Context: an optimization exercise on an open-source flow, tuned for small area, a short achievable clock period and few clock cycles per item. The choices shown serve that exercise and are no tape-out recipe. No functional check of the RTL was part of any run shown here. Power is estimated from default activity; no workload was simulated.

==> flow/design.v <==
module  CONV(
	input				clk,
	input				rst_n,
	input 				mode,
	input       		in_valid,
	output reg			out_valid,
	output 		[13:0] 	AWADDR,
	output		 [7:0] 	AWLEN,
	output 				AWVALID,
	input 				AWREADY,
	output reg  [31:0]	WDATA,
	output 				WVALID,
	input 				WREADY,
	output 		[13:0] 	ARADDR,
	output 		 [7:0] 	ARLEN,
	output 				ARVALID,
	input 				ARREADY,
	input		[31:0] 	RDATA,
	input 				RVALID,
	output reg			RREADY
);
reg			mode_r;
wire [5:0]	dd = mode_r ? 6'd2 : 6'd1;
reg			ar_on;
reg  [5:0]	ar_y, ar_c;
reg  [1:0]	ar_e;		 
reg  [13:0]	ar_a;
wire		ar_v0n = (ar_y == 6'd0) || (mode_r && ar_y == 6'd1);
wire		ar_v2  = !((ar_y == 6'd63) || (mode_r && ar_y == 6'd62));
wire		ar_v3  = ar_y[0] && ((!ar_c[0] && ar_c != 6'd0) || ar_c == 6'd63);
wire [5:0]	ar_y1 = ar_y + 6'd1;
wire		ar_nv0n = (ar_y1 == 6'd0) || (mode_r && ar_y1 == 6'd1);
wire		ar_newcol = (ar_e == 2'd3) || (ar_e == 2'd2 && !ar_v3) || (ar_e == 2'd1 && !ar_v2 && !ar_v3);
reg  [5:0]	an_y, an_c;
reg  [1:0]	an_e;
reg			an_on;
always @(*) begin
	an_y = ar_y; an_c = ar_c; an_e = ar_e; an_on = ar_on;
	if (ar_newcol) begin
		if (ar_c == 6'd63) begin
			an_c = 6'd0;
			if (ar_y == 6'd63) an_on = 1'b0;
			else begin an_y = ar_y1; an_e = ar_nv0n ? 2'd1 : 2'd0; end
		end else begin
			an_c = ar_c + 6'd1;
			an_e = ar_v0n ? 2'd1 : 2'd0;
		end
	end else if (ar_e == 2'd0) an_e = 2'd1;
	else if (ar_e == 2'd1 && ar_v2) an_e = 2'd2;
	else an_e = 2'd3;
end
wire [5:0]	an_row = (an_e == 2'd0) ? an_y - dd : (an_e == 2'd2) ? an_y + dd : an_y;
wire [4:0]	an_rbx = an_c[0] ? 5'd31 : an_c[5:1] - 5'd1;
wire [13:0]	an_a = (an_e == 2'd3) ? {4'b1000, an_y[5:1], an_rbx} : {2'b00, an_row, an_c};
assign ARADDR = ar_a;
assign ARLEN = 8'd0;
assign ARVALID = ar_on;
always @(posedge clk or negedge rst_n) begin
	if (!rst_n) begin
		ar_on <= 1'b0; ar_y <= 6'd0; ar_c <= 6'd0; ar_e <= 2'd1; ar_a <= 14'd0;
	end else if (in_valid) begin
		ar_on <= 1'b1; ar_y <= 6'd0; ar_c <= 6'd0; ar_e <= 2'd1; ar_a <= 14'd0;
	end else if (ar_on && ARREADY) begin
		ar_on <= an_on; ar_y <= an_y; ar_c <= an_c; ar_e <= an_e; ar_a <= an_a;
	end
end
reg			rs_on;
reg  [5:0]	rs_y, rs_c;
reg  [1:0]	rs_e;
wire		rs_v0n = (rs_y == 6'd0) || (mode_r && rs_y == 6'd1);
wire		rs_v2  = !((rs_y == 6'd63) || (mode_r && rs_y == 6'd62));
wire		rs_v3  = rs_y[0] && ((!rs_c[0] && rs_c != 6'd0) || rs_c == 6'd63);
wire [5:0]	rs_y1 = rs_y + 6'd1;
wire		rs_nv0n = (rs_y1 == 6'd0) || (mode_r && rs_y1 == 6'd1);
wire		rs_newcol = (rs_e == 2'd3) || (rs_e == 2'd2 && !rs_v3) || (rs_e == 2'd1 && !rs_v2 && !rs_v3);
wire		rs_colend = (rs_e == 2'd2) || (rs_e == 2'd1 && !rs_v2);
reg  [5:0]	rn_y, rn_c;
reg  [1:0]	rn_e;
reg			rn_on;
always @(*) begin
	rn_y = rs_y; rn_c = rs_c; rn_e = rs_e; rn_on = rs_on;
	if (rs_newcol) begin
		if (rs_c == 6'd63) begin
			rn_c = 6'd0;
			if (rs_y == 6'd63) rn_on = 1'b0;
			else begin rn_y = rs_y1; rn_e = rs_nv0n ? 2'd1 : 2'd0; end
		end else begin
			rn_c = rs_c + 6'd1;
			rn_e = rs_v0n ? 2'd1 : 2'd0;
		end
	end else if (rs_e == 2'd0) rn_e = 2'd1;
	else if (rs_e == 2'd1 && rs_v2) rn_e = 2'd2;
	else rn_e = 2'd3;
end
reg			c5f;		 
reg  [11:0]	p_n;		 
wire		p_oddeven = p_n[6] && !p_n[0];
reg			tmpf;		 
reg  [31:0]	tmp;
reg  [287:0] win;		 
wire		r_acc = RVALID && RREADY;
wire		r_pix = r_acc && (rs_e != 2'd3);
always @(posedge clk or negedge rst_n) begin
	if (!rst_n) begin
		rs_on <= 1'b0; rs_y <= 6'd0; rs_c <= 6'd0; rs_e <= 2'd1;
	end else if (in_valid) begin
		rs_on <= 1'b1; rs_y <= 6'd0; rs_c <= 6'd0; rs_e <= 2'd1;
	end else if (r_acc) begin
		rs_on <= rn_on; rs_y <= rn_y; rs_c <= rn_c; rs_e <= rn_e;
	end
end
always @(posedge clk) begin
	if (r_acc && rs_e == 2'd3) tmp <= RDATA;
end
reg  [1:0]	pc;			 
reg  [1:0]	ph;			 
reg			act;		 
reg  [1:0]	j;			 
reg  [11:0]	e_n;		 
reg  [1:0]	rmask, cmask;	 
reg			v0, v1;
reg  [1:0]	j0, j1;
reg  [35:0]	dgr;
reg  [26-1:0] ts, tc;
reg  [36:0]	acc;
reg			rv;			 
reg			wv, pm, wm, fin;
wire		can_push_r = !pm && !wv && !(p_oddeven && !tmpf);
wire		frz = rv && v1 && (j1 == 2'd3) && !can_push_r;
wire		phantom = !rs_on && !c5f && (ph != 2'd2) && (pc == 2'd2);
wire		shift = !frz && (c5f || phantom) && (!act || j == 2'd0);
wire		start_out = shift && (pc == 2'd2);
wire [11:0]	e_n1 = e_n + 12'd1;
wire		push;
reg			c5f_n, tmpf_n;
always @(*) begin
	c5f_n = c5f;
	if (shift) c5f_n = 1'b0;
	else if (r_pix && rs_colend) c5f_n = 1'b1;
	tmpf_n = tmpf;
	if (r_acc && rs_e == 2'd3) tmpf_n = 1'b1;
	else if (push && p_oddeven) tmpf_n = 1'b0;
end
wire		rr_n = rn_on && ((rn_e == 2'd3) ? !tmpf_n : !c5f_n);
wire		rr_keep = rs_on && ((rs_e == 2'd3) ? !tmpf_n : !c5f_n);
always @(posedge clk or negedge rst_n) begin
	if (!rst_n) begin
		c5f <= 1'b0; tmpf <= 1'b0; RREADY <= 1'b0;
	end else if (in_valid) begin
		c5f <= 1'b0; tmpf <= 1'b0; RREADY <= 1'b0;
	end else begin
		c5f <= c5f_n; tmpf <= tmpf_n;
		RREADY <= r_acc ? rr_n : rr_keep;
	end
end
always @(posedge clk) begin
	if (shift) win[239:0] <= win[287:48];
	if (r_pix && rs_e == 2'd0) win[255:240] <= RDATA[31:16];
	if (r_pix && rs_e == 2'd1) win[271:256] <= RDATA[31:16];
	if (r_pix && rs_e == 2'd2) win[287:272] <= RDATA[31:16];
end
always @(posedge clk or negedge rst_n) begin
	if (!rst_n) begin
		pc <= 2'd0; ph <= 2'd0; act <= 1'b0; j <= 2'd3; e_n <= 12'hfff;
		rmask <= 2'd0; cmask <= 2'd0; v0 <= 1'b0; v1 <= 1'b0; j0 <= 2'd0; j1 <= 2'd0;
	end else if (in_valid) begin
		pc <= 2'd0; ph <= 2'd0; act <= 1'b0; j <= 2'd3; e_n <= 12'hfff; v0 <= 1'b0; v1 <= 1'b0;
	end else if (!frz) begin
		if (shift && pc != 2'd2) pc <= pc + 2'd1;
		if (shift && phantom) ph <= ph + 2'd1;
		v0 <= act; j0 <= j;
		v1 <= v0; j1 <= j0;
		if (act) begin
			j <= j - 2'd1;
			if (j == 2'd0) act <= start_out;
		end else if (start_out) begin
			act <= 1'b1;
		end
		if (start_out) begin
			j <= 2'd3;
			e_n <= e_n1;
			rmask[0] <= (e_n1[11:6] == 6'd0) || (mode_r && e_n1[11:6] == 6'd1);
			rmask[1] <= (e_n1[11:6] == 6'd63) || (mode_r && e_n1[11:6] == 6'd62);
			cmask[0] <= (e_n1[5:0] == 6'd0) || (mode_r && e_n1[5:0] == 6'd1);
			cmask[1] <= (e_n1[5:0] == 6'd63) || (mode_r && e_n1[5:0] == 6'd62);
		end
	end
end
wire [15:0] p0 = mode_r ? win[16*(0*3+0) +: 16] : win[16*(1*3+0) +: 16];
wire [15:0] p1 = win[16*(2*3+0) +: 16];
wire [15:0] p2 = mode_r ? win[16*(4*3+0) +: 16] : win[16*(3*3+0) +: 16];
wire [15:0] p3 = mode_r ? win[16*(0*3+1) +: 16] : win[16*(1*3+1) +: 16];
wire [15:0] p4 = win[16*(2*3+1) +: 16];
wire [15:0] p5 = mode_r ? win[16*(4*3+1) +: 16] : win[16*(3*3+1) +: 16];
wire [15:0] p6 = mode_r ? win[16*(0*3+2) +: 16] : win[16*(1*3+2) +: 16];
wire [15:0] p7 = win[16*(2*3+2) +: 16];
wire [15:0] p8 = mode_r ? win[16*(4*3+2) +: 16] : win[16*(3*3+2) +: 16];
wire m0 = rmask[0] | cmask[0], m1 = rmask[0], m2 = rmask[0] | cmask[1];
wire m3 = cmask[0], m5 = cmask[1];
wire m6 = rmask[1] | cmask[0], m7 = rmask[1], m8 = rmask[1] | cmask[1];
function [3:0] dig;
	input [15:0] p;
	input [1:0] jj;
	input mm;
	begin
		case (jj)
			2'd3: dig = mm ? 4'b1000 : {~p[15], p[14:12]};
			2'd2: dig = mm ? 4'b0000 : p[11:8];
			2'd1: dig = mm ? 4'b0000 : p[7:4];
			default: dig = mm ? 4'b0000 : p[3:0];
		endcase
	end
endfunction
always @(posedge clk) begin
	if (!frz && act) dgr <= {dig(p8, j, m8), dig(p7, j, m7), dig(p6, j, m6),
	                         dig(p5, j, m5), dig(p4, j, 1'b0), dig(p3, j, m3),
	                         dig(p2, j, m2), dig(p1, j, m1), dig(p0, j, m0)};
end
wire [3:0] dg0 = dgr[3:0], dg1 = dgr[7:4], dg2 = dgr[11:8];
wire [3:0] dg3 = dgr[15:12], dg4 = dgr[19:16], dg5 = dgr[23:20];
wire [3:0] dg6 = dgr[27:24], dg7 = dgr[31:28], dg8 = dgr[35:32];
wire s1 = ~dg0[3] ^ dg1[3];
wire c2 = ~dg0[3] & dg1[3];
wire s3 = ~dg0[0] ^ dg1[2];
wire c4 = ~dg0[0] & dg1[2];
wire s5 = ~dg0[2] ^ ~dg0[0];
wire c6 = ~dg0[2] & ~dg0[0];
wire s7 = ~dg0[3] ^ ~dg0[1];
wire c8 = ~dg0[3] & ~dg0[1];
wire s9 = ~dg0[2] ^ ~dg0[0];
wire c10 = ~dg0[2] & ~dg0[0];
wire s11 = ~dg0[3] ^ ~dg0[1] ^ ~dg1[3];
wire c12 = (~dg0[3] & ~dg0[1]) | (~dg0[3] & ~dg1[3]) | (~dg0[1] & ~dg1[3]);
wire s13 = ~dg1[1] ^ ~dg2[3];
wire c14 = ~dg1[1] & ~dg2[3];
wire s15 = ~dg0[1] ^ ~dg1[0];
wire c16 = ~dg0[1] & ~dg1[0];
wire s17 = ~dg0[2] ^ dg0[0] ^ ~dg1[1];
wire c18 = (~dg0[2] & dg0[0]) | (~dg0[2] & ~dg1[1]) | (dg0[0] & ~dg1[1]);
wire s19 = ~dg2[0] ^ ~dg3[3];
wire c20 = ~dg2[0] & ~dg3[3];
wire s21 = ~dg0[3] ^ dg0[1] ^ ~dg1[2];
wire c22 = (~dg0[3] & dg0[1]) | (~dg0[3] & ~dg1[2]) | (dg0[1] & ~dg1[2]);
wire s23 = ~dg2[1] ^ dg3[2] ^ dg4[3];
wire c24 = (~dg2[1] & dg3[2]) | (~dg2[1] & dg4[3]) | (dg3[2] & dg4[3]);
wire s25 = dg4[1] ^ dg5[3];
wire c26 = dg4[1] & dg5[3];
wire s27 = dg0[2] ^ ~dg1[3] ^ ~dg1[0];
wire c28 = (dg0[2] & ~dg1[3]) | (dg0[2] & ~dg1[0]) | (~dg1[3] & ~dg1[0]);
wire s29 = ~dg2[2] ^ dg3[3] ^ dg3[0];
wire c30 = (~dg2[2] & dg3[3]) | (~dg2[2] & dg3[0]) | (dg3[3] & dg3[0]);
wire s31 = dg4[2] ^ ~dg5[1] ^ dg6[3];
wire c32 = (dg4[2] & ~dg5[1]) | (dg4[2] & dg6[3]) | (~dg5[1] & dg6[3]);
wire s33 = dg0[3] ^ ~dg1[1] ^ ~dg2[3];
wire c34 = (dg0[3] & ~dg1[1]) | (dg0[3] & ~dg2[3]) | (~dg1[1] & ~dg2[3]);
wire s35 = ~dg2[0] ^ dg3[1] ^ dg4[3];
wire c36 = (~dg2[0] & dg3[1]) | (~dg2[0] & dg4[3]) | (dg3[1] & dg4[3]);
wire s37 = ~dg4[0] ^ ~dg5[2];
wire c38 = ~dg4[0] & ~dg5[2];
wire s39 = ~dg0[0] ^ ~dg1[2] ^ dg1[0];
wire c40 = (~dg0[0] & ~dg1[2]) | (~dg0[0] & dg1[0]) | (~dg1[2] & dg1[0]);
wire s41 = ~dg2[1] ^ dg3[2] ^ dg3[0];
wire c42 = (~dg2[1] & dg3[2]) | (~dg2[1] & dg3[0]) | (dg3[2] & dg3[0]);
wire s43 = ~dg4[1] ^ ~dg5[3] ^ dg5[0];
wire c44 = (~dg4[1] & ~dg5[3]) | (~dg4[1] & dg5[0]) | (~dg5[3] & dg5[0]);
wire s45 = ~dg0[1] ^ ~dg1[3] ^ dg1[1];
wire c46 = (~dg0[1] & ~dg1[3]) | (~dg0[1] & dg1[1]) | (~dg1[3] & dg1[1]);
wire s47 = ~dg2[2] ^ ~dg2[0] ^ dg3[3];
wire c48 = (~dg2[2] & ~dg2[0]) | (~dg2[2] & dg3[3]) | (~dg2[0] & dg3[3]);
wire s49 = dg3[1] ^ ~dg4[2] ^ ~dg4[0];
wire c50 = (dg3[1] & ~dg4[2]) | (dg3[1] & ~dg4[0]) | (~dg4[2] & ~dg4[0]);
wire s51 = dg5[1] ^ dg6[3];
wire c52 = dg5[1] & dg6[3];
wire s53 = ~dg0[2] ^ dg1[2] ^ dg1[0];
wire c54 = (~dg0[2] & dg1[2]) | (~dg0[2] & dg1[0]) | (dg1[2] & dg1[0]);
wire s55 = ~dg2[3] ^ ~dg2[1] ^ dg3[2];
wire c56 = (~dg2[3] & ~dg2[1]) | (~dg2[3] & dg3[2]) | (~dg2[1] & dg3[2]);
wire s57 = dg3[0] ^ ~dg4[3] ^ ~dg4[1];
wire c58 = (dg3[0] & ~dg4[3]) | (dg3[0] & ~dg4[1]) | (~dg4[3] & ~dg4[1]);
wire s59 = dg5[2] ^ dg5[0] ^ dg6[2];
wire c60 = (dg5[2] & dg5[0]) | (dg5[2] & dg6[2]) | (dg5[0] & dg6[2]);
wire s61 = s1 ^ dg1[1] ^ ~dg2[2];
wire c62 = (s1 & dg1[1]) | (s1 & ~dg2[2]) | (dg1[1] & ~dg2[2]);
wire s63 = dg3[3] ^ dg3[1] ^ ~dg4[2];
wire c64 = (dg3[3] & dg3[1]) | (dg3[3] & ~dg4[2]) | (dg3[1] & ~dg4[2]);
wire s65 = dg4[0] ^ dg5[3] ^ dg5[1];
wire c66 = (dg4[0] & dg5[3]) | (dg4[0] & dg5[1]) | (dg5[3] & dg5[1]);
wire s67 = dg6[3] ^ dg6[0] ^ ~dg7[0];
wire c68 = (dg6[3] & dg6[0]) | (dg6[3] & ~dg7[0]) | (dg6[0] & ~dg7[0]);
wire s69 = c2 ^ s3 ^ dg1[0];
wire c70 = (c2 & s3) | (c2 & dg1[0]) | (s3 & dg1[0]);
wire s71 = ~dg2[3] ^ dg3[2] ^ dg3[0];
wire c72 = (~dg2[3] & dg3[2]) | (~dg2[3] & dg3[0]) | (dg3[2] & dg3[0]);
wire s73 = ~dg4[3] ^ dg4[1] ^ dg5[2];
wire c74 = (~dg4[3] & dg4[1]) | (~dg4[3] & dg5[2]) | (dg4[1] & dg5[2]);
wire s75 = dg6[1] ^ ~dg7[1] ^ ~dg8[3];
wire c76 = (dg6[1] & ~dg7[1]) | (dg6[1] & ~dg8[3]) | (~dg7[1] & ~dg8[3]);
wire s77 = c4 ^ ~dg0[1] ^ dg1[3];
wire c78 = (c4 & ~dg0[1]) | (c4 & dg1[3]) | (~dg0[1] & dg1[3]);
wire s79 = dg1[1] ^ dg3[3] ^ dg3[1];
wire c80 = (dg1[1] & dg3[3]) | (dg1[1] & dg3[1]) | (dg3[3] & dg3[1]);
wire s81 = dg4[2] ^ dg5[3] ^ dg5[0];
wire c82 = (dg4[2] & dg5[3]) | (dg4[2] & dg5[0]) | (dg5[3] & dg5[0]);
wire s83 = dg6[2] ^ ~dg7[2];
wire c84 = dg6[2] & ~dg7[2];
wire s85 = s5 ^ dg1[2] ^ ~dg1[0];
wire c86 = (s5 & dg1[2]) | (s5 & ~dg1[0]) | (dg1[2] & ~dg1[0]);
wire s87 = ~dg2[0] ^ dg3[2] ^ dg4[3];
wire c88 = (~dg2[0] & dg3[2]) | (~dg2[0] & dg4[3]) | (dg3[2] & dg4[3]);
wire s89 = ~dg4[0] ^ dg5[1] ^ dg6[3];
wire c90 = (~dg4[0] & dg5[1]) | (~dg4[0] & dg6[3]) | (dg5[1] & dg6[3]);
wire s91 = dg6[0] ^ ~dg7[3] ^ ~dg8[2];
wire c92 = (dg6[0] & ~dg7[3]) | (dg6[0] & ~dg8[2]) | (~dg7[3] & ~dg8[2]);
wire s93 = c6 ^ s7 ^ dg1[3];
wire c94 = (c6 & s7) | (c6 & dg1[3]) | (s7 & dg1[3]);
wire s95 = ~dg1[1] ^ ~dg2[1] ^ dg3[3];
wire c96 = (~dg1[1] & ~dg2[1]) | (~dg1[1] & dg3[3]) | (~dg2[1] & dg3[3]);
wire s97 = ~dg3[0] ^ ~dg4[1] ^ dg5[2];
wire c98 = (~dg3[0] & ~dg4[1]) | (~dg3[0] & dg5[2]) | (~dg4[1] & dg5[2]);
wire s99 = dg5[0] ^ dg6[1] ^ ~dg8[3];
wire c100 = (dg5[0] & dg6[1]) | (dg5[0] & ~dg8[3]) | (dg6[1] & ~dg8[3]);
wire s101 = c8 ^ s9 ^ ~dg1[2];
wire c102 = (c8 & s9) | (c8 & ~dg1[2]) | (s9 & ~dg1[2]);
wire s103 = ~dg1[0] ^ ~dg2[2] ^ ~dg2[0];
wire c104 = (~dg1[0] & ~dg2[2]) | (~dg1[0] & ~dg2[0]) | (~dg2[2] & ~dg2[0]);
wire s105 = ~dg3[1] ^ ~dg4[2] ^ dg5[3];
wire c106 = (~dg3[1] & ~dg4[2]) | (~dg3[1] & dg5[3]) | (~dg4[2] & dg5[3]);
wire s107 = dg5[1] ^ dg6[2] ^ dg6[0];
wire c108 = (dg5[1] & dg6[2]) | (dg5[1] & dg6[0]) | (dg6[2] & dg6[0]);
wire s109 = c10 ^ s11 ^ s13;
wire c110 = (c10 & s11) | (c10 & s13) | (s11 & s13);
wire s111 = ~dg2[1] ^ ~dg3[2] ^ ~dg4[3];
wire c112 = (~dg2[1] & ~dg3[2]) | (~dg2[1] & ~dg4[3]) | (~dg3[2] & ~dg4[3]);
wire s113 = dg4[0] ^ dg5[2] ^ ~dg5[0];
wire c114 = (dg4[0] & dg5[2]) | (dg4[0] & ~dg5[0]) | (dg5[2] & ~dg5[0]);
wire s115 = dg6[3] ^ dg6[1] ^ dg7[0];
wire c116 = (dg6[3] & dg6[1]) | (dg6[3] & dg7[0]) | (dg6[1] & dg7[0]);
wire s117 = c12 ^ c14 ^ ~dg0[2];
wire c118 = (c12 & c14) | (c12 & ~dg0[2]) | (c14 & ~dg0[2]);
wire s119 = ~dg1[2] ^ ~dg2[2] ^ ~dg3[3];
wire c120 = (~dg1[2] & ~dg2[2]) | (~dg1[2] & ~dg3[3]) | (~dg2[2] & ~dg3[3]);
wire s121 = dg4[1] ^ dg5[3] ^ ~dg5[1];
wire c122 = (dg4[1] & dg5[3]) | (dg4[1] & ~dg5[1]) | (dg5[3] & ~dg5[1]);
wire s123 = ~dg0[3] ^ ~dg1[3];
wire c124 = ~dg0[3] & ~dg1[3];
wire s125 = ~dg0[1] ^ dg1[1] ^ dg2[0];
wire c126 = (~dg0[1] & dg1[1]) | (~dg0[1] & dg2[0]) | (dg1[1] & dg2[0]);
wire s127 = ~dg0[2] ^ dg1[2] ^ dg2[1];
wire c128 = (~dg0[2] & dg1[2]) | (~dg0[2] & dg2[1]) | (dg1[2] & dg2[1]);
wire s129 = ~dg3[0] ^ ~dg5[3] ^ ~dg5[1];
wire c130 = (~dg3[0] & ~dg5[3]) | (~dg3[0] & ~dg5[1]) | (~dg5[3] & ~dg5[1]);
wire s131 = ~dg0[3] ^ ~dg0[0] ^ dg1[3];
wire c132 = (~dg0[3] & ~dg0[0]) | (~dg0[3] & dg1[3]) | (~dg0[0] & dg1[3]);
wire s133 = dg2[2] ^ ~dg3[1] ^ dg4[0];
wire c134 = (dg2[2] & ~dg3[1]) | (dg2[2] & dg4[0]) | (~dg3[1] & dg4[0]);
wire s135 = ~dg5[2] ^ dg5[0];
wire c136 = ~dg5[2] & dg5[0];
wire s137 = s15 ^ dg2[3] ^ ~dg3[2];
wire c138 = (s15 & dg2[3]) | (s15 & ~dg3[2]) | (dg2[3] & ~dg3[2]);
wire s139 = dg3[0] ^ dg4[1] ^ ~dg5[3];
wire c140 = (dg3[0] & dg4[1]) | (dg3[0] & ~dg5[3]) | (dg4[1] & ~dg5[3]);
wire s141 = dg5[1] ^ dg6[0] ^ dg8[3];
wire c142 = (dg5[1] & dg6[0]) | (dg5[1] & dg8[3]) | (dg6[0] & dg8[3]);
wire s143 = c16 ^ s17 ^ s19;
wire c144 = (c16 & s17) | (c16 & s19) | (s17 & s19);
wire s145 = dg3[1] ^ dg4[2] ^ dg4[0];
wire c146 = (dg3[1] & dg4[2]) | (dg3[1] & dg4[0]) | (dg4[2] & dg4[0]);
wire s147 = dg5[2] ^ dg6[1] ^ ~dg7[0];
wire c148 = (dg5[2] & dg6[1]) | (dg5[2] & ~dg7[0]) | (dg6[1] & ~dg7[0]);
wire s149 = c18 ^ c20 ^ s21;
wire c150 = (c18 & c20) | (c18 & s21) | (c20 & s21);
wire s151 = s23 ^ s25 ^ ~dg5[0];
wire c152 = (s23 & s25) | (s23 & ~dg5[0]) | (s25 & ~dg5[0]);
wire s153 = dg6[2] ^ ~dg7[1] ^ dg8[0];
wire c154 = (dg6[2] & ~dg7[1]) | (dg6[2] & dg8[0]) | (~dg7[1] & dg8[0]);
wire s155 = c22 ^ c24 ^ c26;
wire c156 = (c22 & c24) | (c22 & c26) | (c24 & c26);
wire s157 = s27 ^ s29 ^ s31;
wire c158 = (s27 & s29) | (s27 & s31) | (s29 & s31);
wire s159 = dg6[0] ^ ~dg7[2] ^ dg8[1];
wire c160 = (dg6[0] & ~dg7[2]) | (dg6[0] & dg8[1]) | (~dg7[2] & dg8[1]);
wire s161 = c28 ^ c30 ^ c32;
wire c162 = (c28 & c30) | (c28 & c32) | (c30 & c32);
wire s163 = s33 ^ s35 ^ s37;
wire c164 = (s33 & s35) | (s33 & s37) | (s35 & s37);
wire s165 = dg6[1] ^ ~dg7[3] ^ dg8[2];
wire c166 = (dg6[1] & ~dg7[3]) | (dg6[1] & dg8[2]) | (~dg7[3] & dg8[2]);
wire s167 = c34 ^ c36 ^ c38;
wire c168 = (c34 & c36) | (c34 & c38) | (c36 & c38);
wire s169 = s39 ^ s41 ^ s43;
wire c170 = (s39 & s41) | (s39 & s43) | (s41 & s43);
wire s171 = dg6[2] ^ dg6[0] ^ dg8[3];
wire c172 = (dg6[2] & dg6[0]) | (dg6[2] & dg8[3]) | (dg6[0] & dg8[3]);
wire s173 = c40 ^ c42 ^ c44;
wire c174 = (c40 & c42) | (c40 & c44) | (c42 & c44);
wire s175 = s45 ^ s47 ^ s49;
wire c176 = (s45 & s47) | (s45 & s49) | (s47 & s49);
wire s177 = s51 ^ dg6[1] ^ ~dg8[0];
wire c178 = (s51 & dg6[1]) | (s51 & ~dg8[0]) | (dg6[1] & ~dg8[0]);
wire s179 = c46 ^ c48 ^ c50;
wire c180 = (c46 & c48) | (c46 & c50) | (c48 & c50);
wire s181 = c52 ^ s53 ^ s55;
wire c182 = (c52 & s53) | (c52 & s55) | (s53 & s55);
wire s183 = s57 ^ s59 ^ ~dg8[1];
wire c184 = (s57 & s59) | (s57 & ~dg8[1]) | (s59 & ~dg8[1]);
wire s185 = c54 ^ c56 ^ c58;
wire c186 = (c54 & c56) | (c54 & c58) | (c56 & c58);
wire s187 = c60 ^ s61 ^ s63;
wire c188 = (c60 & s61) | (c60 & s63) | (s61 & s63);
wire s189 = s65 ^ s67 ^ ~dg8[2];
wire c190 = (s65 & s67) | (s65 & ~dg8[2]) | (s67 & ~dg8[2]);
wire s191 = c62 ^ c64 ^ c66;
wire c192 = (c62 & c64) | (c62 & c66) | (c64 & c66);
wire s193 = c68 ^ s69 ^ s71;
wire c194 = (c68 & s69) | (c68 & s71) | (s69 & s71);
wire s195 = s73 ^ s75 ^ ~dg8[0];
wire c196 = (s73 & s75) | (s73 & ~dg8[0]) | (s75 & ~dg8[0]);
wire s197 = c70 ^ c72 ^ c74;
wire c198 = (c70 & c72) | (c70 & c74) | (c72 & c74);
wire s199 = c76 ^ s77 ^ s79;
wire c200 = (c76 & s77) | (c76 & s79) | (s77 & s79);
wire s201 = s81 ^ s83 ^ ~dg8[1];
wire c202 = (s81 & s83) | (s81 & ~dg8[1]) | (s83 & ~dg8[1]);
wire s203 = c78 ^ c80 ^ c82;
wire c204 = (c78 & c80) | (c78 & c82) | (c80 & c82);
wire s205 = c84 ^ s85 ^ s87;
wire c206 = (c84 & s85) | (c84 & s87) | (s85 & s87);
wire s207 = s89 ^ s91 ^ ~dg8[0];
wire c208 = (s89 & s91) | (s89 & ~dg8[0]) | (s91 & ~dg8[0]);
wire s209 = c86 ^ c88 ^ c90;
wire c210 = (c86 & c88) | (c86 & c90) | (c88 & c90);
wire s211 = c92 ^ s93 ^ s95;
wire c212 = (c92 & s93) | (c92 & s95) | (s93 & s95);
wire s213 = s97 ^ s99 ^ ~dg8[1];
wire c214 = (s97 & s99) | (s97 & ~dg8[1]) | (s99 & ~dg8[1]);
wire s215 = c94 ^ c96 ^ c98;
wire c216 = (c94 & c96) | (c94 & c98) | (c96 & c98);
wire s217 = c100 ^ s101 ^ s103;
wire c218 = (c100 & s101) | (c100 & s103) | (s101 & s103);
wire s219 = s105 ^ s107 ^ ~dg8[2];
wire c220 = (s105 & s107) | (s105 & ~dg8[2]) | (s107 & ~dg8[2]);
wire s221 = c102 ^ c104 ^ c106;
wire c222 = (c102 & c104) | (c102 & c106) | (c104 & c106);
wire s223 = c108 ^ s109 ^ s111;
wire c224 = (c108 & s109) | (c108 & s111) | (s109 & s111);
wire s225 = s113 ^ s115 ^ ~dg8[3];
wire c226 = (s113 & s115) | (s113 & ~dg8[3]) | (s115 & ~dg8[3]);
wire s227 = c110 ^ c112 ^ c114;
wire c228 = (c110 & c112) | (c110 & c114) | (c112 & c114);
wire s229 = c116 ^ s117 ^ s119;
wire c230 = (c116 & s117) | (c116 & s119) | (s117 & s119);
wire s231 = s121 ^ dg6[2] ^ dg7[1];
wire c232 = (s121 & dg6[2]) | (s121 & dg7[1]) | (dg6[2] & dg7[1]);
wire s233 = c118 ^ c120 ^ c122;
wire c234 = (c118 & c120) | (c118 & c122) | (c120 & c122);
wire s235 = s123 ^ ~dg2[3] ^ dg4[2];
wire c236 = (s123 & ~dg2[3]) | (s123 & dg4[2]) | (~dg2[3] & dg4[2]);
wire s237 = ~dg5[2] ^ dg6[3] ^ dg7[2];
wire c238 = (~dg5[2] & dg6[3]) | (~dg5[2] & dg7[2]) | (dg6[3] & dg7[2]);
wire s239 = c124 ^ dg4[3];
wire c240 = c124 & dg4[3];
wire s241 = ~dg0[0] ^ dg1[0];
wire c242 = ~dg0[0] & dg1[0];
wire s243 = s125 ^ ~dg5[2] ^ ~dg5[0];
wire c244 = (s125 & ~dg5[2]) | (s125 & ~dg5[0]) | (~dg5[2] & ~dg5[0]);
wire s245 = ~dg6[2] ^ dg8[2];
wire c246 = ~dg6[2] & dg8[2];
wire s247 = c126 ^ s127 ^ s129;
wire c248 = (c126 & s127) | (c126 & s129) | (s127 & s129);
wire s249 = ~dg6[3] ^ dg8[3] ^ dg8[1];
wire c250 = (~dg6[3] & dg8[3]) | (~dg6[3] & dg8[1]) | (dg8[3] & dg8[1]);
wire s251 = c128 ^ c130 ^ s131;
wire c252 = (c128 & c130) | (c128 & s131) | (c130 & s131);
wire s253 = s133 ^ s135 ^ dg8[2];
wire c254 = (s133 & s135) | (s133 & dg8[2]) | (s135 & dg8[2]);
wire s255 = c132 ^ c134 ^ c136;
wire c256 = (c132 & c134) | (c132 & c136) | (c134 & c136);
wire s257 = s137 ^ s139 ^ s141;
wire c258 = (s137 & s139) | (s137 & s141) | (s139 & s141);
wire s259 = c138 ^ c140 ^ c142;
wire c260 = (c138 & c140) | (c138 & c142) | (c140 & c142);
wire s261 = s143 ^ s145 ^ s147;
wire c262 = (s143 & s145) | (s143 & s147) | (s145 & s147);
wire s263 = c144 ^ c146 ^ c148;
wire c264 = (c144 & c146) | (c144 & c148) | (c146 & c148);
wire s265 = s149 ^ s151 ^ s153;
wire c266 = (s149 & s151) | (s149 & s153) | (s151 & s153);
wire s267 = c150 ^ c152 ^ c154;
wire c268 = (c150 & c152) | (c150 & c154) | (c152 & c154);
wire s269 = s155 ^ s157 ^ s159;
wire c270 = (s155 & s157) | (s155 & s159) | (s157 & s159);
wire s271 = c156 ^ c158 ^ c160;
wire c272 = (c156 & c158) | (c156 & c160) | (c158 & c160);
wire s273 = s161 ^ s163 ^ s165;
wire c274 = (s161 & s163) | (s161 & s165) | (s163 & s165);
wire s275 = c162 ^ c164 ^ c166;
wire c276 = (c162 & c164) | (c162 & c166) | (c164 & c166);
wire s277 = s167 ^ s169 ^ s171;
wire c278 = (s167 & s169) | (s167 & s171) | (s169 & s171);
wire s279 = c168 ^ c170 ^ c172;
wire c280 = (c168 & c170) | (c168 & c172) | (c170 & c172);
wire s281 = s173 ^ s175 ^ s177;
wire c282 = (s173 & s175) | (s173 & s177) | (s175 & s177);
wire s283 = c174 ^ c176 ^ c178;
wire c284 = (c174 & c176) | (c174 & c178) | (c176 & c178);
wire s285 = s179 ^ s181 ^ s183;
wire c286 = (s179 & s181) | (s179 & s183) | (s181 & s183);
wire s287 = c180 ^ c182 ^ c184;
wire c288 = (c180 & c182) | (c180 & c184) | (c182 & c184);
wire s289 = s185 ^ s187 ^ s189;
wire c290 = (s185 & s187) | (s185 & s189) | (s187 & s189);
wire s291 = c186 ^ c188 ^ c190;
wire c292 = (c186 & c188) | (c186 & c190) | (c188 & c190);
wire s293 = s191 ^ s193 ^ s195;
wire c294 = (s191 & s193) | (s191 & s195) | (s193 & s195);
wire s295 = c192 ^ c194 ^ c196;
wire c296 = (c192 & c194) | (c192 & c196) | (c194 & c196);
wire s297 = s197 ^ s199 ^ s201;
wire c298 = (s197 & s199) | (s197 & s201) | (s199 & s201);
wire s299 = c198 ^ c200 ^ c202;
wire c300 = (c198 & c200) | (c198 & c202) | (c200 & c202);
wire s301 = s203 ^ s205 ^ s207;
wire c302 = (s203 & s205) | (s203 & s207) | (s205 & s207);
wire s303 = c204 ^ c206 ^ c208;
wire c304 = (c204 & c206) | (c204 & c208) | (c206 & c208);
wire s305 = s209 ^ s211 ^ s213;
wire c306 = (s209 & s211) | (s209 & s213) | (s211 & s213);
wire s307 = c210 ^ c212 ^ c214;
wire c308 = (c210 & c212) | (c210 & c214) | (c212 & c214);
wire s309 = s215 ^ s217 ^ s219;
wire c310 = (s215 & s217) | (s215 & s219) | (s217 & s219);
wire s311 = c216 ^ c218 ^ c220;
wire c312 = (c216 & c218) | (c216 & c220) | (c218 & c220);
wire s313 = s221 ^ s223 ^ s225;
wire c314 = (s221 & s223) | (s221 & s225) | (s223 & s225);
wire s315 = c222 ^ c224 ^ c226;
wire c316 = (c222 & c224) | (c222 & c226) | (c224 & c226);
wire s317 = s227 ^ s229 ^ s231;
wire c318 = (s227 & s229) | (s227 & s231) | (s229 & s231);
wire s319 = c228 ^ c230 ^ c232;
wire c320 = (c228 & c230) | (c228 & c232) | (c230 & c232);
wire s321 = s233 ^ s235 ^ s237;
wire c322 = (s233 & s235) | (s233 & s237) | (s235 & s237);
wire s323 = c234 ^ c236 ^ c238;
wire c324 = (c234 & c236) | (c234 & c238) | (c236 & c238);
wire s325 = s239 ^ ~dg5[3] ^ dg7[3];
wire c326 = (s239 & ~dg5[3]) | (s239 & dg7[3]) | (~dg5[3] & dg7[3]);
wire s327 = s241 ^ ~dg5[1];
wire c328 = s241 & ~dg5[1];
wire s329 = c242 ^ s243 ^ s245;
wire c330 = (c242 & s243) | (c242 & s245) | (s243 & s245);
wire s331 = c244 ^ c246 ^ s247;
wire c332 = (c244 & c246) | (c244 & s247) | (c246 & s247);
wire s333 = c248 ^ c250 ^ s251;
wire c334 = (c248 & c250) | (c248 & s251) | (c250 & s251);
wire s335 = c252 ^ c254 ^ s255;
wire c336 = (c252 & c254) | (c252 & s255) | (c254 & s255);
wire s337 = c256 ^ c258 ^ s259;
wire c338 = (c256 & c258) | (c256 & s259) | (c258 & s259);
wire s339 = c260 ^ c262 ^ s263;
wire c340 = (c260 & c262) | (c260 & s263) | (c262 & s263);
wire s341 = c264 ^ c266 ^ s267;
wire c342 = (c264 & c266) | (c264 & s267) | (c266 & s267);
wire s343 = c268 ^ c270 ^ s271;
wire c344 = (c268 & c270) | (c268 & s271) | (c270 & s271);
wire s345 = c272 ^ c274 ^ s275;
wire c346 = (c272 & c274) | (c272 & s275) | (c274 & s275);
wire s347 = c276 ^ c278 ^ s279;
wire c348 = (c276 & c278) | (c276 & s279) | (c278 & s279);
wire s349 = c280 ^ c282 ^ s283;
wire c350 = (c280 & c282) | (c280 & s283) | (c282 & s283);
wire s351 = c284 ^ c286 ^ s287;
wire c352 = (c284 & c286) | (c284 & s287) | (c286 & s287);
wire s353 = c288 ^ c290 ^ s291;
wire c354 = (c288 & c290) | (c288 & s291) | (c290 & s291);
wire s355 = c292 ^ c294 ^ s295;
wire c356 = (c292 & c294) | (c292 & s295) | (c294 & s295);
wire s357 = c296 ^ c298 ^ s299;
wire c358 = (c296 & c298) | (c296 & s299) | (c298 & s299);
wire s359 = c300 ^ c302 ^ s303;
wire c360 = (c300 & c302) | (c300 & s303) | (c302 & s303);
wire s361 = c304 ^ c306 ^ s307;
wire c362 = (c304 & c306) | (c304 & s307) | (c306 & s307);
wire s363 = c308 ^ c310 ^ s311;
wire c364 = (c308 & c310) | (c308 & s311) | (c310 & s311);
wire s365 = c312 ^ c314 ^ s315;
wire c366 = (c312 & c314) | (c312 & s315) | (c314 & s315);
wire s367 = c316 ^ c318 ^ s319;
wire c368 = (c316 & c318) | (c316 & s319) | (c318 & s319);
wire s369 = c320 ^ c322 ^ s323;
wire c370 = (c320 & c322) | (c320 & s323) | (c322 & s323);
wire s371 = c324 ^ c326;
wire c372 = c324 & c326;
wire s373 = ~dg5[0] ^ ~dg6[0];
wire c374 = ~dg5[0] & ~dg6[0];
wire s375 = s327 ^ ~dg6[1] ^ dg8[1];
wire c376 = (s327 & ~dg6[1]) | (s327 & dg8[1]) | (~dg6[1] & dg8[1]);
wire s377 = c328 ^ s329 ^ dg8[0];
wire c378 = (c328 & s329) | (c328 & dg8[0]) | (s329 & dg8[0]);
wire s379 = c330 ^ s331 ^ s249;
wire c380 = (c330 & s331) | (c330 & s249) | (s331 & s249);
wire s381 = c332 ^ s333 ^ s253;
wire c382 = (c332 & s333) | (c332 & s253) | (s333 & s253);
wire s383 = c334 ^ s335 ^ s257;
wire c384 = (c334 & s335) | (c334 & s257) | (s335 & s257);
wire s385 = c336 ^ s337 ^ s261;
wire c386 = (c336 & s337) | (c336 & s261) | (s337 & s261);
wire s387 = c338 ^ s339 ^ s265;
wire c388 = (c338 & s339) | (c338 & s265) | (s339 & s265);
wire s389 = c340 ^ s341 ^ s269;
wire c390 = (c340 & s341) | (c340 & s269) | (s341 & s269);
wire s391 = c342 ^ s343 ^ s273;
wire c392 = (c342 & s343) | (c342 & s273) | (s343 & s273);
wire s393 = c344 ^ s345 ^ s277;
wire c394 = (c344 & s345) | (c344 & s277) | (s345 & s277);
wire s395 = c346 ^ s347 ^ s281;
wire c396 = (c346 & s347) | (c346 & s281) | (s347 & s281);
wire s397 = c348 ^ s349 ^ s285;
wire c398 = (c348 & s349) | (c348 & s285) | (s349 & s285);
wire s399 = c350 ^ s351 ^ s289;
wire c400 = (c350 & s351) | (c350 & s289) | (s351 & s289);
wire s401 = c352 ^ s353 ^ s293;
wire c402 = (c352 & s353) | (c352 & s293) | (s353 & s293);
wire s403 = c354 ^ s355 ^ s297;
wire c404 = (c354 & s355) | (c354 & s297) | (s355 & s297);
wire s405 = c356 ^ s357 ^ s301;
wire c406 = (c356 & s357) | (c356 & s301) | (s357 & s301);
wire s407 = c358 ^ s359 ^ s305;
wire c408 = (c358 & s359) | (c358 & s305) | (s359 & s305);
wire s409 = c360 ^ s361 ^ s309;
wire c410 = (c360 & s361) | (c360 & s309) | (s361 & s309);
wire s411 = c362 ^ s363 ^ s313;
wire c412 = (c362 & s363) | (c362 & s313) | (s363 & s313);
wire s413 = c364 ^ s365 ^ s317;
wire c414 = (c364 & s365) | (c364 & s317) | (s365 & s317);
wire s415 = c366 ^ s367 ^ s321;
wire c416 = (c366 & s367) | (c366 & s321) | (s367 & s321);
wire s417 = c368 ^ s369 ^ s325;
wire c418 = (c368 & s369) | (c368 & s325) | (s369 & s325);
wire s419 = c370 ^ s371 ^ c240;
wire c420 = (c370 & s371) | (c370 & c240) | (s371 & c240);
wire [25:0] tree_s = {1'b0, c420, c418, c416, c414, c412, c410, c408, c406, c404, c402, c400, c398, c396, c394, c392, c390, c388, c386, c384, c382, c380, c378, c376, c374, s373};
wire [25:0] tree_c = {1'b0, c372, s419, s417, s415, s413, s411, s409, s407, s405, s403, s401, s399, s397, s395, s393, s391, s389, s387, s385, s383, s381, s379, s377, s375, dg8[0]};
always @(posedge clk) begin
	if (!frz && v0) begin ts <= tree_s; tc <= tree_c; end
end
wire [3:0]	lnib = (j1 == 2'd2) ? 4'd5 : (j1 == 2'd1) ? 4'd5 : 4'd0;
wire [36:0]	acc_base = (j1 == 2'd3) ? {33'd384326, 4'd5} : {acc[32:0], lnib};
always @(posedge clk) begin
	if (!frz && v1) acc <= acc_base + {{(37-26){1'b0}}, ts} + {{(37-26){1'b0}}, tc};
end
reg  [31:0]	mx;
wire [31:0]	relu = acc[36] ? 32'd0 : acc[31:0];
wire		can_push = !pm && (!wv || WREADY) && !(p_oddeven && !tmpf);
assign		push = rv && can_push;
wire [31:0]	other = p_n[0] ? mx : tmp;
wire [31:0]	cmpv = (other > relu) ? other : relu;
wire [31:0]	mx_new = (p_n[0] || p_n[6]) ? cmpv : relu;
always @(posedge clk or negedge rst_n) begin
	if (!rst_n) rv <= 1'b0;
	else if (in_valid) rv <= 1'b0;
	else if (!frz && v1 && j1 == 2'd0) rv <= 1'b1;
	else if (push) rv <= 1'b0;
end
always @(posedge clk) begin
	if (push) begin
		WDATA <= relu;
		mx <= mx_new;
	end else if (wv && WREADY && pm) WDATA <= mx;
end
always @(posedge clk or negedge rst_n) begin
	if (!rst_n) begin
		wv <= 1'b0; pm <= 1'b0; wm <= 1'b0; fin <= 1'b0; p_n <= 12'd0; out_valid <= 1'b0;
	end else begin
		out_valid <= wv && WREADY && wm && fin;
		if (in_valid) begin
			wv <= 1'b0; pm <= 1'b0; wm <= 1'b0; fin <= 1'b0; p_n <= 12'd0;
		end else if (push) begin
			wv <= 1'b1; wm <= 1'b0; pm <= p_n[0]; p_n <= p_n + 12'd1;
			if (p_n == 12'd4095) fin <= 1'b1;
		end else if (wv && WREADY) begin
			if (pm) begin pm <= 1'b0; wm <= 1'b1; end
			else wv <= 1'b0;
		end
	end
end
assign WVALID = wv;
reg			aw_on, aw_l1;
reg  [11:0]	aw_n;
reg  [13:0]	aw_a;
assign AWVALID = aw_on;
assign AWLEN = 8'd0;
assign AWADDR = aw_a;
wire [11:0]	aw_n1 = aw_n + 12'd1;
always @(posedge clk or negedge rst_n) begin
	if (!rst_n) begin
		aw_on <= 1'b0; aw_l1 <= 1'b0; aw_n <= 12'd0; aw_a <= 14'd0;
	end else if (in_valid) begin
		aw_on <= 1'b1; aw_l1 <= 1'b0; aw_n <= 12'd0; aw_a <= 14'h1000;
	end else if (aw_on && AWREADY) begin
		if (!aw_l1 && aw_n[0]) begin
			aw_l1 <= 1'b1;
			aw_a <= {4'b1000, aw_n[11:7], aw_n[5:1]};
		end else begin
			aw_l1 <= 1'b0;
			aw_n <= aw_n1;
			aw_a <= {2'b01, aw_n1};
			if (aw_n == 12'd4095) aw_on <= 1'b0;
		end
	end
end
always @(posedge clk or negedge rst_n) begin
	if (!rst_n) mode_r <= 1'b0;
	else if (in_valid) mode_r <= mode;
end
endmodule
==> flow/run.sh <==
#!/bin/bash
# synth_recipe.tcl (not shown) runs the flow's synth.tcl, then flattens the netlist and writes it again
# the make line also repeats each setting of config.mk as NAME=value (left out here)
make -C /OpenROAD-flow-scripts/flow DESIGN_CONFIG=/design/flow/config.mk WORK_HOME=/design/flow/orfs CLKGATE_MAP_FILE= SYNTH_SCRIPT=/design/flow/synth_recipe.tcl finish
==> flow/config.mk <==
export PLATFORM = sky130hd
export DESIGN_NAME = CONV
export DESIGN_NICKNAME = CONV
export VERILOG_FILES = /design/flow/design.v
export SDC_FILE = /design/flow/constraint.sdc
export NUM_CORES = 4
export LEC_CHECK = 0
export CAP_MARGIN = 20
export CORE_MARGIN = 2
export CORE_UTILIZATION = 40
export SETUP_SLACK_MARGIN = 4.0
export SLEW_MARGIN = 20
==> flow/constraint.sdc <==
create_clock -name core_clock -period 8.0 [get_ports {clk}]
set_input_delay 1.6000 -clock core_clock [delete_from_list [all_inputs] [get_ports {clk}]]
set_output_delay 1.6000 -clock core_clock [all_outputs]
set_load 0.01 [all_outputs]
==> results.json, run 1 <==
{
  "cts_tree": "built",
  "skew_ns": 0.0506,
  "p_per_area_nw_per_um2": 181,
  "grt_pass1_wl_um": 123000,
  "cts.htree.levels": 3,
  "nNetsFinal": 3141,
  "track_usage_pct": 18.4,
  "dp_hpwl_um": 55600,
  "cts-root-buf": "clkbuf_16",
  "hold_class": "reg -> reg",
  "cp.arrival_ns": 4.24,
  "fp.dieH_um": 295,
  "synth_cells": 2644,
  "final_area_um2": 38700,
  "dpl_cell_area_um2": 35900,
  "fin_total_pwr_mw": 7.02,
  "fillCellCount": 7451,
  "via_per_inst": 5.17,
  "clkLatencyLatePin_ns": 0.64,
  "crit_start": "dgr[22]",
  "cp-start-kind": "register",
  "syn_avg_cell_area_um2": 12.8,
  "diodes": 0,
  "clockBufferDepth": 3,
  "cp-end-kind": "register",
  "drc": 0,
  "die_area_um2": 86800,
  "place.gp.congestion": 0.923,
  "cts_hold_buf": 0,
  "worst_ep_required_time_ns": 8.36,
  "irDropWorstVdd_mv": 0.132,
  "start_util_pct": 40.4,
  "period_share_pct": 48.5,
  "rows": 106,
  "outcome": "finished clean",
  "setup_viol": 0,
  "report.final.slew_viol_count": 0,
  "worstHoldStart": "win[267]",
  "synth.ff_latch_count": 625,
  "rsz0062_at_grt": "yes",
  "slew_headroom_pct": 24.1,
  "worstSetupPathType": "reg -> reg",
  "fin_util_pct": 46.2,
  "ys_types": 101,
  "synth_edf_count": 504,
  "syn_to_final_growth_pct": 14.5,
  "r2r_start": "dgr[22]",
  "yosys_warnings": 1,
  "grt_max_degree": 209,
  "grt_pass1_vias": 21400,
  "ant_nets": 0,
  "ios": 121,
  "core_area_um2": 83700,
  "grt_antenna_before_repair": 1,
  "period_minus_slack_ns": 3.88,
  "max_freq_mhz": 258,
  "seq_area_frac_synth_pct": 53.8,
  "worst-path-max-fanout": 6,
  "hold_viol": 0,
  "die_x_um": 295,
  "synth_area_um2": 33800,
  "clkTransAtPathRegs_ns": 0.06,
  "place_inst": 3792,
  "synthArstFlopShare_pct": 19.4,
  "p_leak_nw": 15.0,
  "cts_sinks": 625,
  "cts_buffers": 72,
  "drtPass1Iterations": 6,
  "wl_per_cell_um": 19.7,
  "drive_above_1_share_pct": 12.5,
  "tns_ns": 0,
  "max_slew.worst_pin.slew_ns": 1.14,
  "cap_violations": 0,
  "vias": 20500,
  "drt_iter0_markers": 1648,
  "routed_wl_um": 78300,
  "stdcell_count": 3965,
  "synth_top_flop_cell": "edfxtp_1",
  "gr-total-overflow": 0,
  "portBuffers": 103
}
[layer usage]
| metal | routed length [µm] | global-route usage, % | part of all wire [%] |
|---|---|---|---|
| met5 | 13 | 0 | 0.017 |
| met4 | 2020 | 5.11 | 2.6 |
| met3 | 3640 | 2.87 | 4.6 |
| met2 | 38900 | 31.2 | 50 |
| met1 | 33700 | 24.5 | 43 |
[flip-flops by register name (all words and copies together) (netlist names), 12 cells and up]
signal	count
WDATA	32
acc	34
ar_a	13
aw_a	14
aw_n	12
dgr	36
e_n	12
mx	32
p_n	12
tc	25
tmp	32
ts	25
win	288
[what timing repair did]
| item | in CTS | in global routing |
|---|---|---|
| resized for setup | 19 | 9 |
| pin swaps | 4 | 3 |
| endpoints found under the setup margin | 48 | 64 |
| setup buffers | 2 | 34 |
| cloned | 2 | 0 |
[power by group]
part           leakage [nW]  internal, mW  switching [mW]  total, mW
combinational          7.78        0.0882           0.146      0.234
sequential             6.12          3.52          0.0197       3.54
clock                  1.14          1.87            1.38       3.24
total                  15.0          5.48            1.54       7.02
[final timing paths]
path | cells past startpoint | endpoint | slack [ns]
max | 10 | tc[15] | 4.12
min | 0 | win[219] | 0.40
max reg2reg | 10 | tc[15] | 4.12
min reg2reg | 0 | win[219] | 0.40
max in group asynchronous | 2 | mode_r | 5.59
min in group asynchronous | 1 | aw_a[10] | 0.99
[cells in the final DEF, fill, tap and decap left out, drive strengths merged, types with 10 or more instances in the layout]
master         instances
clkdlybuf4s50        101
clkbuf                90
o211ai                12
a222oi                46
nor2                 152
edfxtp               504
a31oi                 12
a21o                  20
nand2b                19
mux2i                 18
inv                  386
nor3                  36
buf                   60
and3                  25
o21ai                121
nand4                 28
or3                   11
a21oi                106
mux4                  18
and2                  25
mux2                  68
ha                   114
xnor2                 34
nand3                 36
a22oi                 13
o21a                  10
dfrtp                105
dfstp                 16
nor2b                 38
clkinv                30
a211oi                19
xor2                  39
conb                  17
fa                   216
nand2                154
[cells by family after synthesis]
family,after synthesis,synth area share [%]
compound gates,436,8.88
mux,104,4.00
buf+inv,510,6.07
fa+ha+maj,330,17.0
flops,625,53.8
other cells,1,0.0111
simple gates,565,8.30
xor+xnor,73,1.89
[final cells by class]
| cell class | count | area (µm²) | area share [%] |
|---|---|---|---|
| Multi-Input combinational cell | 1526 | 13800 | 35.6 |
| Timing Repair Buffer | 161 | 1500 | 3.87 |
| Sequential cell | 625 | 18200 | 47.0 |
| Inverter | 384 | 1450 | 3.76 |
| Timing Repair inverter | 1 | 7.51 | 0.0194 |
| Tap cell | 1134 | 1420 | 3.67 |
| Clock buffer | 90 | 1890 | 4.89 |
| Clock inverter | 44 | 457 | 1.18 |
[cell usage after synthesis (16+ instances only)]
cell      count  area share (%)
nand2b_1     19            0.35
fa_1        216              13
clkbuf_1     81            0.90
nand3_1      35            0.52
edfxtp_1    504              45
and2_1       24            0.44
ha_1        114             4.2
a21oi_1     100             1.5
dfrtp_1     105             7.8
nor2_1      152             1.7
xnor2_1      34            0.88
a211oi_1     17            0.38
nand4_1      28            0.52
nand2_1     152             1.7
mux2_2       68             2.3
buf_4        20            0.44
a222oi_1     46             1.4
xor2_1       39             1.0
a21o_1       19            0.42
nor3_1       33            0.49
o21ai_0     109             1.6
mux2i_1      18            0.53
inv_1       384             4.3
nor2b_1      38            0.70
dfstp_2      16             1.2
mux4_2       18             1.2
and3_1       24            0.44
[critical path: stages, from the launching register on]
cell and delay (ns):
edfxtp_1 0.63, clkinvlp_4 0.33, buf_4 0.21, fa_1 0.47, inv_1 0.05, fa_1 0.50, inv_1 0.05, fa_1 0.38
fa_1 0.51, inv_1 0.06, fa_1 0.43
[metrics by stage]
stage | hold WS [ns] | worst slack (ns)
6_report | 0.402 | 4.12
5_1_grt | 0.425 | 3.93
3_5_place_dp | 0.405 | 3.29
2_1_floorplan | 0.400 | 0.252
4_1_cts | 0.414 | 4.00
3_3_place_gp | 0.400 | 3.34
==> inputs of run 2 (changes only) <==
--- a/flow/config.mk
+++ b/flow/config.mk
@@ -8,5 +8,5 @@
 export CAP_MARGIN = 20
 export CORE_MARGIN = 2
 export CORE_UTILIZATION = 40
-export SETUP_SLACK_MARGIN = 4.0
+export SETUP_SLACK_MARGIN = 5.0
 export SLEW_MARGIN = 20
==> results.json, run 2 <==
{
  "vias": 21300,
  "skew_ns": 0.0367,
  "p_clk_share_pct": 46.5,
  "drc": 0,
  "cp.arrival_ns": 4.07,
  "crit_family": "adder cells",
  "via_per_inst": 5.24,
  "nNetsFinal": 3253,
  "wl_per_cell_um": 20.5,
  "fin_util_pct": 49.2,
  "p_per_area_nw_per_um2": 172,
  "p_leak_nw": 16.0,
  "ys_types": 101,
  "synth.ff_latch_count": 625,
  "clkTransAtPathRegs_ns": 0.06,
  "drt_iter0_markers": 2004,
  "ios": 121,
  "crit_cells": 9,
  "regMostFlops": "win",
  "grt_antenna_before_repair": 1,
  "layout_commonest_cell": "edfxtp_1",
  "hold_depth": 0,
  "top_layer": "met4",
  "hold_class": "reg -> reg",
  "cap_violations": 0,
  "setup_viol": 0,
  "wl_met1_um": 36100,
  "drtPass1Iterations": 9,
  "gr-total-overflow": 0,
  "clockBufferDepth": 3,
  "syn_avg_cell_area_um2": 12.8,
  "track_usage_pct": 19.2,
  "wl_met3_um": 4200,
  "worst_ep_required_time_ns": 8.35,
  "cts_tree": "built",
  "cts-root-buf": "clkbuf_16",
  "drive_above_1_share_pct": 25.1,
  "rsz0062_at_grt": "yes",
  "max_freq_mhz": 269,
  "diodes": 0,
  "cts_sinks": 625,
  "netSwitchingFraction_pct": 21.8,
  "synth.largest_area_cell": "edfxtp_1",
  "irDropWorstVdd_mv": 0.136,
  "dp_hpwl_um": 55800,
  "worst-r2r-cell-count": 9,
  "p_int_mw": 5.54,
  "worst-path-max-fanout": 3,
  "portBuffers": 103,
  "grt_pass1_wl_um": 128000,
  "die_x_um": 295,
  "largest_reg_flops": 288,
  "cp-end-kind": "register",
  "grt_pass1_vias": 22200,
  "synth_area_leaders": "edfxtp_1 45%, fa_1 13%, dfrtp_1 7.8%",
  "synth_edf_count": 504,
  "synth_top_flop_cell": "edfxtp_1",
  "syn_to_final_growth_pct": 21.9,
  "period_minus_slack_ns": 3.71,
  "synthTopCellsByCount": "504 x edfxtp_1, 384 x inv_1, 216 x fa_1, 152 x nand2_1, 152 x nor2_1",
  "die_area_um2": 86800,
  "crit_top_cell": "fa_2",
  "cp_cell_sequence": "fa_2 -> fa_2 -> inv_2 -> fa_2 -> inv_2 -> fa_2 -> fa_2 -> inv_2 -> fa_2",
  "grt_max_degree": 95,
  "seq_area_frac_synth_pct": 53.8,
  "yosys.cell_count.top_type": "edfxtp_1",
  "period_share_pct": 46.4,
  "start_util_pct": 40.4,
  "p_seq_share_pct": 49.9,
  "yosys_warnings": 1,
  "synthArstFlopShare_pct": 19.4,
  "reg_top3": "win: 288 flops, dgr: 36 flops, acc: 34 flops",
  "tns_ns": 0,
  "outcome": "finished clean",
  "crit_buf_inv": 3,
  "hold_viol": 0,
  "final_cell_mix": "504 x edfxtp_1, 291 x inv_1, 147 x nand2_1, 140 x nor2_1, 125 x fa_1",
  "p_switching_mw": 1.55,
  "place.gp.congestion": 0.932,
  "core_area_um2": 83700,
  "cp-start-kind": "register",
  "cts_buffers": 71,
  "fp.dieH_um": 295,
  "synth_area_um2": 33800,
  "worstSetupPathType": "reg -> reg",
  "cts.htree.levels": 3,
  "rows": 106,
  "wl_met2_um": 41400,
  "crit_slowest_cell": "fa_2",
  "cp_slowest_stage_delay_ns": 0.54,
  "synth_top_area_share_pct": 44.8,
  "report.final.slew_viol_count": 0,
  "ant_nets": 0,
  "synth_cells": 2644,
  "p_comb_share_pct": 3.6,
  "clkLatencyLatePin_ns": 0.63,
  "max_slew.worst_pin.slew_ns": 0.872,
  "slew_headroom_pct": 41.9,
  "routed_wl_um": 83600
}
==> run 2: cell type report <==
cell class | count | area, µm²
fill | 7252 | 42500
timing repair inverter | 1 | 5.00
timing repair buffer | 272 | 2680
sequential | 625 | 18200
inverter | 384 | 1500
clock buffer | 86 | 1840
clock inverter | 43 | 529
tap | 1134 | 1420
multi-input combinational | 1528 | 15000
==> run 2: path summary, 6_finish.rpt <==
kind | startpoint | end | slack, ns
hold / removal | win[272] | win[224] | 0.40
max in group asynchronous | rst_n | ar_c[0] | 5.87
hold reg to reg | win[272] | win[224] | 0.40
min in group asynchronous | rst_n | aw_a[9] | 1.01
setup reg to reg | dgr[3] | tc[20] | 4.29
setup / recovery | dgr[3] | tc[20] | 4.29
==> run 2: worst reg2reg max path: cells and delay by family, from the launching register on <==
kind                       cells  cell delay, ns
DFF                            1            0.47
buffers and inverters          3            0.12
adders and majority gates      6            2.85
==> run 2: kinds of logic after synthesis <==
kind of cell	share of synthesized area, %
multiplexers	4.00
buffers and inverters	6.07
other	0.0111
XOR/XNOR	1.89
AO/OA/AOI/OAI	8.88
AND/OR/NAND/NOR	8.30
adder cells (fa/ha/maj)	17.0
flip-flops	53.8
==> run 2: timing repair <==
action / 4_1_cts / 5_1_grt
cloned: 10 / 4
buffers inserted: 102 / 37
hold buffers: 0 / 0
hold endpoints to repair: 0 / 0
pin swaps: 73 / 67
setup endpoints to repair: 393 / 247
resized for setup: 229 / 80
==> run 2: power by group through the flow <==
stage	logic, mW	clock network (mW)	registers, mW
after CTS	0.240	3.36	3.54
after global routing	0.281	3.50	3.54
final	0.256	3.30	3.54
after floorplan	0.147	0	3.60
after detailed placement	0.239	0	3.60
after global placement	0.235	0	3.60
==> run 2: metrics by stage <==
stage / std cells / power (mW) / hold slack, ns / cell area [µm²] / setup WS [ns]
2_1_floorplan: 2660 / 3.75 / 0.400 / 34700 / 0.252
3_3_place_gp: 3791 / 3.84 / 0.401 / 36600 / 3.56
3_5_place_dp: 3791 / 3.84 / 0.405 / 36600 / 3.48
4_1_cts: 4032 / 7.14 / 0.409 / 40600 / 4.32
5_1_grt: 4073 / 7.32 / 0.422 / 41200 / 4.17
6_report: 4073 / 7.09 / 0.404 / 41200 / 4.29
==> run 2: routing by layer <==
layer / track usage [%] / vias up
met5: 0 / -
met2: 32.6 / 559
met3: 2.87 / 87
met4: 5.25 / 0
met1: 25.7 / 11000
li1: - / 9713
==> inputs of run 3 (changes only) <==
--- a/flow/config.mk
+++ b/flow/config.mk
@@ -8,5 +8,5 @@
 export CAP_MARGIN = 20
 export CORE_MARGIN = 2
 export CORE_UTILIZATION = 40
-export SETUP_SLACK_MARGIN = 5.0
+export SETUP_SLACK_MARGIN = 4.6
 export SLEW_MARGIN = 20
==> results.json, run 3 <==
{
  "yosys.area_share.simple_pct": 8.30,
  "wl_per_cell_um": 20.0,
  "max_slew.worst_pin.slew_ns": 0.921,
  "grt_pass1_vias": 21800,
  "clockBufferDepth": 3,
  "crit_top_cell": "fa_2",
  "diodes": 0,
  "cts_sinks": 625,
  "worstHoldStart": "win[287]",
  "fin_util_pct": 48.6,
  "cp-start-kind": "register",
  "synth.largest_area_cell": "edfxtp_1",
  "synth_compound_area_share_pct": 8.88,
  "crit_buf_inv": 3,
  "drt_iter0_markers": 1626,
  "synthTopCellsByCount": "504 x edfxtp_1, 384 x inv_1, 216 x fa_1, 152 x nand2_1, 152 x nor2_1",
  "seq_area_frac_synth_pct": 53.8,
  "synth.ff_latch_count": 625,
  "synth_top_flop_cell": "edfxtp_1",
  "setup_viol": 0,
  "drc": 0,
  "p_seq_share_pct": 50.0,
  "period_share_pct": 45.8,
  "synthMuxAreaShare_pct": 4.00,
  "worst-path-max-fanout": 2,
  "cts_tree": "built",
  "core_area_um2": 83700,
  "routed_wl_um": 81200,
  "p_leak_nw": 15.6,
  "cts-root-buf": "clkbuf_16",
  "regMostFlops": "win",
  "cp_slowest_stage_delay_ns": 0.55,
  "ant_nets": 0,
  "synth_cells": 2644,
  "via_per_inst": 5.20,
  "drtPass1Iterations": 8,
  "clkTransAtPathRegs_ns": 0.06,
  "portBuffers": 103,
  "grt_antenna_before_repair": 1,
  "syn_avg_cell_area_um2": 12.8,
  "cap_violations": 0,
  "p_clk_share_pct": 46.6,
  "cts_buffers": 70,
  "final_cell_mix": "504 x edfxtp_1, 313 x inv_1, 147 x nand2_1, 145 x nor2_1, 137 x fa_1",
  "slew_headroom_pct": 38.4,
  "die_area_um2": 86800,
  "synth_area_um2": 33800,
  "nNetsFinal": 3237,
  "p_per_area_nw_per_um2": 174,
  "place_inst": 3792,
  "irDropWorstVdd_mv": 0.150,
  "skew_ns": 0.0377,
  "period_minus_slack_ns": 3.67,
  "crit_family": "adder cells",
  "track_usage_pct": 18.8,
  "die_x_um": 295,
  "synth_xor_area_share_pct": 1.89,
  "p_comb_share_pct": 3.4,
  "hold_class": "reg -> reg",
  "worst_ep_required_time_ns": 8.35,
  "yosys.cell_count.top_type": "edfxtp_1",
  "grt_max_degree": 207,
  "rows": 106,
  "synth_top_area_share_pct": 44.8,
  "netSwitchingFraction_pct": 21.2,
  "syn_to_final_growth_pct": 20.5,
  "largest_reg_flops": 288,
  "synthArstFlopShare_pct": 19.4,
  "place.gp.congestion": 0.922,
  "fp.dieH_um": 295,
  "ys_types": 101,
  "max_freq_mhz": 273,
  "synth_edf_count": 504,
  "reg_top3": "win: 288 flops, dgr: 36 flops, acc: 34 flops",
  "dp_hpwl_um": 56000,
  "cp-end-kind": "register",
  "synth_area_leaders": "edfxtp_1 45%, fa_1 13%, dfrtp_1 7.8%",
  "worstSetupPathType": "reg -> reg",
  "ios": 121,
  "yosys_warnings": 1,
  "stdcell_count": 4057,
  "cp.arrival_ns": 4.01,
  "hold_viol": 0,
  "vias": 21100,
  "rsz0062_at_grt": "yes",
  "tns_ns": 0,
  "drive_above_1_share_pct": 22.5,
  "crit_slowest_cell": "fa_2",
  "r2r_start": "dgr[7]",
  "outcome": "finished clean",
  "cp_cell_sequence": "fa_2 -> fa_2 -> inv_2 -> fa_2 -> inv_2 -> fa_2 -> fa_2 -> inv_2 -> fa_2",
  "clkLatencyLatePin_ns": 0.62,
  "cts.htree.levels": 3,
  "p_int_mw": 5.58,
  "gr-total-overflow": 0,
  "cts_hold_buf": 0,
  "grt_pass1_wl_um": 125000,
  "crit_start": "dgr[7]",
  "p_switching_mw": 1.50,
  "layout_commonest_cell": "edfxtp_1",
  "synth_adder_area_share_pct": 17.0,
  "start_util_pct": 40.4,
  "synth_top_family_by_area": "adder cells",
  "report.final.slew_viol_count": 0
}
## run 3: cell counts after synthesis
No cell type changed its count.
## run 3: through the flow
step / worst slack, ns / power (mW) / hold slack (ns) / instance area (µm²)
global placement: 3.77 / 3.84 / 0.401 / 36200
CTS: 4.33 / 7.16 / 0.411 / 39700
floorplan: 0.252 / 3.75 / 0.400 / 34200
detailed placement: 3.52 / 3.84 / 0.405 / 36200
finish: 4.33 / 7.07 / 0.411 / 40700
global route: 4.24 / 7.31 / 0.417 / 40700
## run 3: repair_timing
item,in CTS,in global routing
endpoints found under the setup margin,130,219
setup buffers,91,38
pin swaps,53,78
gates cloned,4,3
gates resized for setup,118,142
## run 3: power groups by stage
stage                     combinational (mW)  sequential [mW]  clock [mW]
after floorplan                        0.144             3.60           0
after global placement                 0.232             3.60           0
after detailed placement               0.236             3.60           0
after CTS                              0.240             3.54        3.38
after global routing                   0.264             3.54        3.50
final                                  0.241             3.54        3.29
## run 3: final cells by class
class	count	area [µm²]
multi-input cells	1526	14600
clock inverters	40	483
repair inverters	1	5.00
well taps	1134	1420
clock buffers	88	1900
repair buffers	259	2600
flip-flops and latches	625	18200
inverters	384	1510
fillers	7246	43000
## run 3: path summary, 6_finish.rpt
check / to / slack, ns / cells past startpoint
worst max-delay path: tc[20] / 4.33 / 9
worst min-delay path: win[239] / 0.41 / 0
worst max register to register: tc[20] / 4.33 / 9
worst min register to register: win[239] / 0.41 / 0
max in group asynchronous: ar_y[0] / 5.81 / 2
min in group asynchronous: aw_a[10] / 0.99 / 1
## run 3: layer usage
metal / track usage, % / vias up / share of wire [%]
met2: 31.1 / 611 / 49
met1: 25.0 / 10700 / 42
li1: - / 9683 / -
met5: 0 / - / 0.020
met3: 3.31 / 125 / 5.7
met4: 6.56 / 2 / 3.1
## run 3: cells by family (layout without fill, tap and decap cells)
| group | count (synthesis) | in the layout |
|---|---|---|
| xor+xnor | 73 | 73 |
| flops | 625 | 625 |
| other cells | 1 | 17 |
| compound gates | 436 | 436 |
| fa+ha+maj | 330 | 330 |
| buf+inv | 510 | 772 |
| mux | 104 | 104 |
| simple gates | 565 | 566 |

port drivers added, routing unchanged:
The flow's constraints put no driver on any port. The routed layouts listed below were extracted and timed again, unchanged, in two steps.
Step 1 sets driving cells, clkbuf_16 on the clock port and buf_2 on the other inputs (assumed; they add their load-dependent delay and slew).
Step 2 also shifts input and output timing later by t, the mid clock arrival at the registers, as if the neighbouring blocks saw the same clock.
a / b / c = no drivers / after step 1 / after step 2; a / b = the first two.
run	t (ns)	setup slack, ns	worst slew at a driven data input, ns
run 1	0.679	4.120 / 4.120 / 3.808	0.08
run 2	0.683	4.289 / 4.289 / 4.289	0.07
run 3	0.674	4.333 / 4.333 / 4.130	0.06
After both steps setup and hold are still met in every run listed. The setup slack of run 1, which loses most, moves by 0.000 ns with the drivers and by -0.312 ns with both steps.
